This design comes from an exercise in tuning for small area on the open sky130 flow, not from production work.
Function was checked by simulation only, so behaviour that the tests miss may differ from the original.
Power is estimated from default activity; no workload was simulated.

Setup of run 1:
==> flow/design.v (excerpt) <==
module Poly94_Video(
    input  wire        clk_i,
    input  wire        rst_i,
    input  wire        fb_en_i,
    output wire        sdram_cmd_valid_o,
    input  wire        sdram_cmd_ready_i,
    output wire [23:0] sdram_addr_x16_o,
    input  wire        sdram_resp_valid_i,
    input  wire        sdram_resp_last_i,
    input  wire [15:0] sdram_rdata_i,
    output wire        sdram_ack_o,
    output wire        hsync_n_o,
    output wire        vsync_n_o,
    output wire        blank_n_o,
    output wire        pixel_valid_o,
    output wire        end_of_visible_line_o,
    output wire        end_of_frame_o,
    output wire [23:0] vga_color_o
);
    wire valid, left, top, line0;
    VGA_Timing_Generator vgatm(
        .clk_i(clk_i),
        .rst_i(rst_i),
        .hsync_n_o(hsync_n_o),
        .vsync_n_o(vsync_n_o),
        .blank_n_o(blank_n_o),
        .valid_o(valid),
        .end_of_visible_line_o(end_of_visible_line_o),
        .end_of_frame_o(end_of_frame_o),
        .left_o(left),
        .top_o(top),
        .line0_o(line0)
    );
    assign pixel_valid_o = valid;
    Video_Ctrl video_inst(
        .clk_i(clk_i),
        .rst_i(rst_i),
        .fb_en_i(fb_en_i),
        .sdram_cmd_valid(sdram_cmd_valid_o),
        .sdram_cmd_ready(sdram_cmd_ready_i),
        .sdram_ack(sdram_ack_o),
        .sdram_addr_x16(sdram_addr_x16_o),
        .sdram_resp_valid(sdram_resp_valid_i),
        .sdram_resp_last(sdram_resp_last_i),
        .sdram_rdata(sdram_rdata_i),
        .valid_i(valid),
        .left_i(left),
        .top_i(top),
        .line0_i(line0),
        .end_of_frame_i(end_of_frame_o),
        .rgb_o(vga_color_o)
    );
endmodule
Settings: LEC_CHECK=0, CAP_MARGIN=20, CORE_MARGIN=2, CORE_UTILIZATION=60, CTS_BUF_LIST=sky130_fd_sc_hd__clkbuf_8, CTS_CLUSTER_DIAMETER=60, CTS_CLUSTER_SIZE=18, PLACE_DENSITY=0.7, SLEW_MARGIN=20, SYNTH_HIERARCHICAL=1, SYNTH_MEMORY_MAX_BITS=32768; clock period 10.0 ns.
run.sh (not shown) runs the stock make flow with config.mk's settings and CLKGATE_MAP_FILE= SYNTH_SCRIPT=/design/flow/synth_recipe.tcl, a recipe that flattens the netlist after the stock synthesis.
Run 1: all stages complete, timing, DRC and antenna checks passed
For run 2, these inputs were changed with respect to run 1:
- a deleted CTS_BUF_LIST that had been sky130_fd_sc_hd__clkbuf_8
- a change of PLACE_DENSITY from 0.7 to 0.85
- a change of CORE_UTILIZATION from 60 to 75
- a deleted CTS_CLUSTER_DIAMETER that had been 60
- a deleted CTS_CLUSTER_SIZE that had been 18
==> flow/flow/run.sh (new file) <==
#!/bin/bash
set -euo pipefail
export BUFFER_PORTS_ARGS="-buffer_cell sky130_fd_sc_hd__buf_1"
export CTS_ARGS="-sink_clustering_enable -repair_clock_nets -sink_clustering_size 18 -sink_clustering_max_diameter 60 -buf_list sky130_fd_sc_hd__clkbuf_8 -dont_use_dummy_load"
bash standard.sh > standard.log 2>&1
==> flow/standard.sh (new file) <==
#!/bin/bash
# synth_recipe.tcl (not shown) runs the flow's synth.tcl, then flattens the netlist and writes it again
# the make line also repeats each setting of config.mk as NAME=value (left out here)
make -C /OpenROAD-flow-scripts/flow DESIGN_CONFIG=/design/flow/config.mk WORK_HOME=/design/flow/orfs CLKGATE_MAP_FILE= SYNTH_SCRIPT=/design/flow/synth_recipe.tcl "${@:-finish}"
removed: flow/run.sh
## What came out
- Run 2 finished every step from synthesis to the final layout, and the layout passed the timing, DRC and antenna checks.
- Summary of run 2 over run 1: cell area after layout decreased about 2.4%; clock-cell share of area now smaller; detailed router's first-iteration violation count has increased; wire length went up 1.3%.
- Relative to run 1, share of post-route cells with drive strength above 1 has decreased by 0.66 points in run 2.
- Run 2 vs run 1 on overall routing resource usage: run 2 is the higher one.
- Run 2 against run 1: length of routed wiring on met1 saw a decrease, tightest hold margin went down 26 ps.
- Note that the maximum vdd drop recorded for run 2 amounts to 1.13 times the value seen in run 1.
- Cell depth of the worst flop-to-flop path: run 2 lower than run 1
- NOTE: met3 layer usage reported by global route in run 2 exceeds that of run 1
Modified inputs, run 3 compared to run 2
- a change of CORE_UTILIZATION from 75 to 60
- a change of PLACE_DENSITY from 0.85 to 0.7
==> flow/flow/run.sh <==
#!/bin/bash
set -euo pipefail
export BUFFER_PORTS_ARGS="-buffer_cell sky130_fd_sc_hd__buf_1"
export CTS_ARGS="-sink_clustering_enable -repair_clock_nets -sink_clustering_size 10 -sink_clustering_max_diameter 45 -buf_list sky130_fd_sc_hd__clkbuf_4 -dont_use_dummy_load"
bash standard.sh > standard.log 2>&1
--- outcome ---
Run 3: done, clean on timing, DRC and antenna. Looking at minimum clock period, run 3 sits 390 ps higher than run 2 does. Run 2 → run 3: share of cells above drive strength 1 rose 2.4 points; number of core rows rose 8; post-route total power rose 0.023 mW; wire length on met3 fell 790 um.
diff inputs: run 3 => run 4
==> flow/flow/run.sh <==
#!/bin/bash
set -euo pipefail
export BUFFER_PORTS_ARGS="-buffer_cell sky130_fd_sc_hd__buf_1"
export CTS_ARGS="-sink_clustering_enable -repair_clock_nets -sink_clustering_size 18 -sink_clustering_max_diameter 60 -buf_list sky130_fd_sc_hd__clkbuf_8 -dont_use_dummy_load"
bash standard.sh > standard.log 2>&1
- Synthesis-to-finish area growth of run 4 is on par with run 3.
- ~same share of the final layout cell area in multi-input gates in run 3 and run 4
- Run 4 vs. run 3: maximum frequency grew by about 2%, wire length shrank by 540 um.
- The leakage power total number comes out lower for run 4 vs run 3.


== run C ==
The RTL this note starts from:
==> flow/design.v <==
`default_nettype none
module VGA_Timing_Generator(
    input  wire       clk_i,
    input  wire       rst_i,
    output wire       hsync_n_o,
    output wire       vsync_n_o,
    output wire       blank_n_o,
    output wire       valid_o,
    output wire       end_of_visible_line_o,
    output wire       end_of_frame_o,
    output wire       left_o,        
    output wire       top_o,         
    output wire       line0_o        
);
reg       ph;            
reg [9:0] px;            
reg [9:0] v;             
always @(posedge clk_i) begin
    if (rst_i) begin
        ph <= 1'b1;
        px <= 10'd794;
        v  <= 10'd522;
    end else begin
        ph <= ~ph;
        if (ph) begin
            if (px == 10'd795) begin
                px <= 10'd0;
                v  <= (v == 10'd522) ? 10'd0 : v + 1'b1;
            end else begin
                px <= px + 1'b1;
            end
        end
    end
end
wire vis_line = (v < 10'd480);
wire eol      = ~ph & (px == 10'd640);
assign valid_o               = ~ph;
assign blank_n_o             = (px < 10'd640) & vis_line;
assign hsync_n_o             = ~((px >= 10'd656) & (px < 10'd752));
assign vsync_n_o             = ~((v == 10'd490) | (v == 10'd491));
assign end_of_visible_line_o = eol & vis_line;
assign end_of_frame_o        = eol & (v == 10'd479);
assign left_o  = (px < 10'd320);
assign top_o   = (v < 10'd240);
assign line0_o = (v == 10'd0);
endmodule
`default_nettype none
module Video_Ctrl #(
  parameter DEPTH     = 47,
  parameter REQ_LEVEL = 29
)(
  input  wire        clk_i,
  input  wire        rst_i,
  input  wire        fb_en_i,
  output wire        sdram_cmd_valid,
  input  wire        sdram_cmd_ready,
  output wire        sdram_ack,
  output wire [23:0] sdram_addr_x16,
  input  wire        sdram_resp_valid,
  input  wire        sdram_resp_last,
  input  wire [15:0] sdram_rdata,
  input  wire        valid_i,
  input  wire        left_i,
  input  wire        top_i,
  input  wire        line0_i,
  input  wire        end_of_frame_i,
  output wire [23:0] rgb_o
);
localparam LW = $clog2(DEPTH + 1);
reg [15:0]   fifo [1:DEPTH];    
reg [LW-1:0] level;
reg [16:0]   addr;
reg          first_frame;       
reg          req;               
reg          busy;              
reg          cap;               
wire show = left_i & top_i;
wire pop  = valid_i & show & ~(first_frame & line0_i);
wire full = (level == DEPTH);
wire push = sdram_resp_valid & cap & (~full | pop);
wire ack  = sdram_resp_valid & sdram_resp_last;
wire want = (level <= REQ_LEVEL);
assign sdram_cmd_valid = req;
assign sdram_ack       = ack;
assign sdram_addr_x16  = {6'h20, 1'b0, addr};
integer k;
always @(posedge clk_i) begin
  if (push) begin
    fifo[1] <= sdram_rdata;
    for (k = 2; k <= DEPTH; k = k + 1)
      fifo[k] <= fifo[k-1];
  end
end
always @(posedge clk_i) begin
  if (rst_i) begin
    level       <= '0;
    addr        <= '0;
    first_frame <= 1'b1;
    req         <= 1'b0;
    busy        <= 1'b0;
    cap         <= 1'b0;
  end else begin
    if (push & ~pop)
      level <= level + 1'b1;
    else if (pop & ~push)
      level <= level - 1'b1;
    if (push)
      addr <= addr + 1'b1;
    if (sdram_resp_valid & ~push)
      cap <= 1'b0;
    if (req) begin
      if (sdram_cmd_ready) begin
        req  <= 1'b0;
        busy <= 1'b1;
        cap  <= 1'b1;
      end
    end else if (busy) begin
      if (ack) begin
        busy <= 1'b0;
        req  <= want;
      end
    end else begin
      req <= want;
    end
    if (end_of_frame_i) begin
      level       <= '0;
      addr        <= '0;
      first_frame <= 1'b0;
    end
  end
end
localparam NG = (DEPTH + 2) / 3;
wire [DEPTH+2:1] sel;
wire [15:0]      ent [1:DEPTH+2];
genvar g;
generate
  for (g = 1; g <= DEPTH + 2; g = g + 1) begin : g_sel
    if (g <= DEPTH) begin : g_e
      assign sel[g] = (level == g);
      assign ent[g] = fifo[g];
    end else begin : g_pad
      assign sel[g] = 1'b0;
      assign ent[g] = 16'h0000;
    end
  end
endgenerate
wire [15:0] grp_n [0:NG-1];
generate
  for (g = 0; g < NG; g = g + 1) begin : g_grp
    Sel3_N u_sel (
      .a0(ent[3*g+1]), .a1(ent[3*g+2]), .a2(ent[3*g+3]),
      .s0(sel[3*g+1]), .s1(sel[3*g+2]), .s2(sel[3*g+3]),
      .y_n(grp_n[g])
    );
  end
endgenerate
reg [15:0] d;
always @(*) begin
  d = 16'h0000;
  for (k = 0; k < NG; k = k + 1)
    d = d | ~grp_n[k];
end
assign rgb_o = ~fb_en_i ? 24'hFF00FF :
               ~show    ? 24'h000000 :
               {d[15:11], d[15:13], d[10:5], d[10:9], d[4:0], d[2:0]};
endmodule
module Sel3_N(
  input  wire [15:0] a0,
  input  wire [15:0] a1,
  input  wire [15:0] a2,
  input  wire        s0,
  input  wire        s1,
  input  wire        s2,
  output wire [15:0] y_n
);
assign y_n = ~((a0 & {16{s0}}) | (a1 & {16{s1}}) | (a2 & {16{s2}}));
endmodule
`default_nettype none
module Poly94_Video(
    input  wire        clk_i,
    input  wire        rst_i,
    input  wire        fb_en_i,
    output wire        sdram_cmd_valid_o,
    input  wire        sdram_cmd_ready_i,
    output wire [23:0] sdram_addr_x16_o,
    input  wire        sdram_resp_valid_i,
    input  wire        sdram_resp_last_i,
    input  wire [15:0] sdram_rdata_i,
    output wire        sdram_ack_o,
    output wire        hsync_n_o,
    output wire        vsync_n_o,
    output wire        blank_n_o,
    output wire        pixel_valid_o,
    output wire        end_of_visible_line_o,
    output wire        end_of_frame_o,
    output wire [23:0] vga_color_o
);
    wire valid, left, top, line0;
    VGA_Timing_Generator vgatm(
        .clk_i(clk_i),
        .rst_i(rst_i),
        .hsync_n_o(hsync_n_o),
        .vsync_n_o(vsync_n_o),
        .blank_n_o(blank_n_o),
        .valid_o(valid),
        .end_of_visible_line_o(end_of_visible_line_o),
        .end_of_frame_o(end_of_frame_o),
        .left_o(left),
        .top_o(top),
        .line0_o(line0)
    );
    assign pixel_valid_o = valid;
    Video_Ctrl video_inst(
        .clk_i(clk_i),
        .rst_i(rst_i),
        .fb_en_i(fb_en_i),
        .sdram_cmd_valid(sdram_cmd_valid_o),
        .sdram_cmd_ready(sdram_cmd_ready_i),
        .sdram_ack(sdram_ack_o),
        .sdram_addr_x16(sdram_addr_x16_o),
        .sdram_resp_valid(sdram_resp_valid_i),
        .sdram_resp_last(sdram_resp_last_i),
        .sdram_rdata(sdram_rdata_i),
        .valid_i(valid),
        .left_i(left),
        .top_i(top),
        .line0_i(line0),
        .end_of_frame_i(end_of_frame_o),
        .rgb_o(vga_color_o)
    );
endmodule
clock: 10.0 ns
lec_check: 0
cap_margin: 20
core_margin: 2
core_utilization: 60
place_density: 0.7
slew_margin: 20
synth_hierarchical: 1
synth_memory_max_bits: 32768
standard.sh (not shown) runs the stock make flow with config.mk's settings and CLKGATE_MAP_FILE= SYNTH_SCRIPT=/design/flow/synth_recipe.tcl, a recipe that flattens the netlist after the stock synthesis.
==> flow/flow/run.sh <==
#!/bin/bash
set -euo pipefail
export BUFFER_PORTS_ARGS="-buffer_cell sky130_fd_sc_hd__buf_1"
export CTS_ARGS="-sink_clustering_enable -repair_clock_nets -sink_clustering_size 28 -sink_clustering_max_diameter 80 -buf_list sky130_fd_sc_hd__clkbuf_16 -dont_use_dummy_load"
bash standard.sh > standard.log 2>&1
For run R, these inputs were changed with respect to run C:
==> flow/run.sh (new file) <==
#!/bin/bash
# synth_recipe.tcl (not shown) runs the flow's synth.tcl, then flattens the netlist and writes it again
# the make line also repeats each setting of config.mk as NAME=value (left out here)
make -C /OpenROAD-flow-scripts/flow DESIGN_CONFIG=/design/flow/config.mk WORK_HOME=/design/flow/orfs CLKGATE_MAP_FILE= SYNTH_SCRIPT=/design/flow/synth_recipe.tcl finish
diff --git a/flow/config.mk b/flow/config.mk
--- a/flow/config.mk
+++ b/flow/config.mk
@@ -9,4 +9,4 @@
 export CORE_MARGIN = 2
-export CORE_UTILIZATION = 60
-export PLACE_DENSITY = 0.7
+export CORE_UTILIZATION = 30
+export PLACE_DENSITY = 0.42
 export SLEW_MARGIN = 20
removed: flow/flow/run.sh
removed: flow/standard.sh
--- outcome ---
- The met3 layer wire length in the routed design of run R falls short of that of run C by about 33%.
- For the worst setup slack, run R came in 600 ps lower than run C did.
- Compared with run C, run R shows maximum clock frequency lower by 9.2%.
- Summary of run R over run C: number of global-route vias before repair increased 978; register fraction of the total cell area decreased 7.1 points.

[re-timing with driven ports]
Ports are ideal in the flow. The routed layouts listed here were re-timed in OpenROAD. Step 1 sets driving cells, clkbuf_16 on the clock port and buf_2 on the other inputs (assumed; they add their load-dependent delay and slew). Step 2, shift: input delay + t, output delay - t, t = (earliest + latest rising clock arrival at the registers) / 2. This alone moves slack from input paths to output paths. a / b / c = no drivers / after step 1 / after step 2; a / b = the first two.
run | t (ns) | setup slack, ns | latest minus earliest clock arrival (ns) | worst data-port slew with drivers (ns) | pins driven straight from the clock port
run 1 | 0.741 | 3.233 / 3.177 / 3.918 | 0.031 / 0.032 | 0.04 | 1
run 2 | 0.687 | 4.106 / 4.055 / 4.653 | 0.082 / 0.082 | 0.04 | 1
run 3 | 0.882 | 3.714 / 3.653 / 4.535 | 0.091 / 0.090 | 0.03 | 1
run 4 | 0.717 | 3.833 / 3.776 / 4.492 | 0.106 / 0.105 | 0.03 | 1
run C | 0.623 | 4.017 / 3.954 / 4.577 | 0.066 / 0.067 | 0.03 | 1
run R | 0.670 | 3.415 / 3.356 / 3.827 | 0.035 / 0.035 | 0.04 | 1
After both steps every run listed still meets setup and hold.
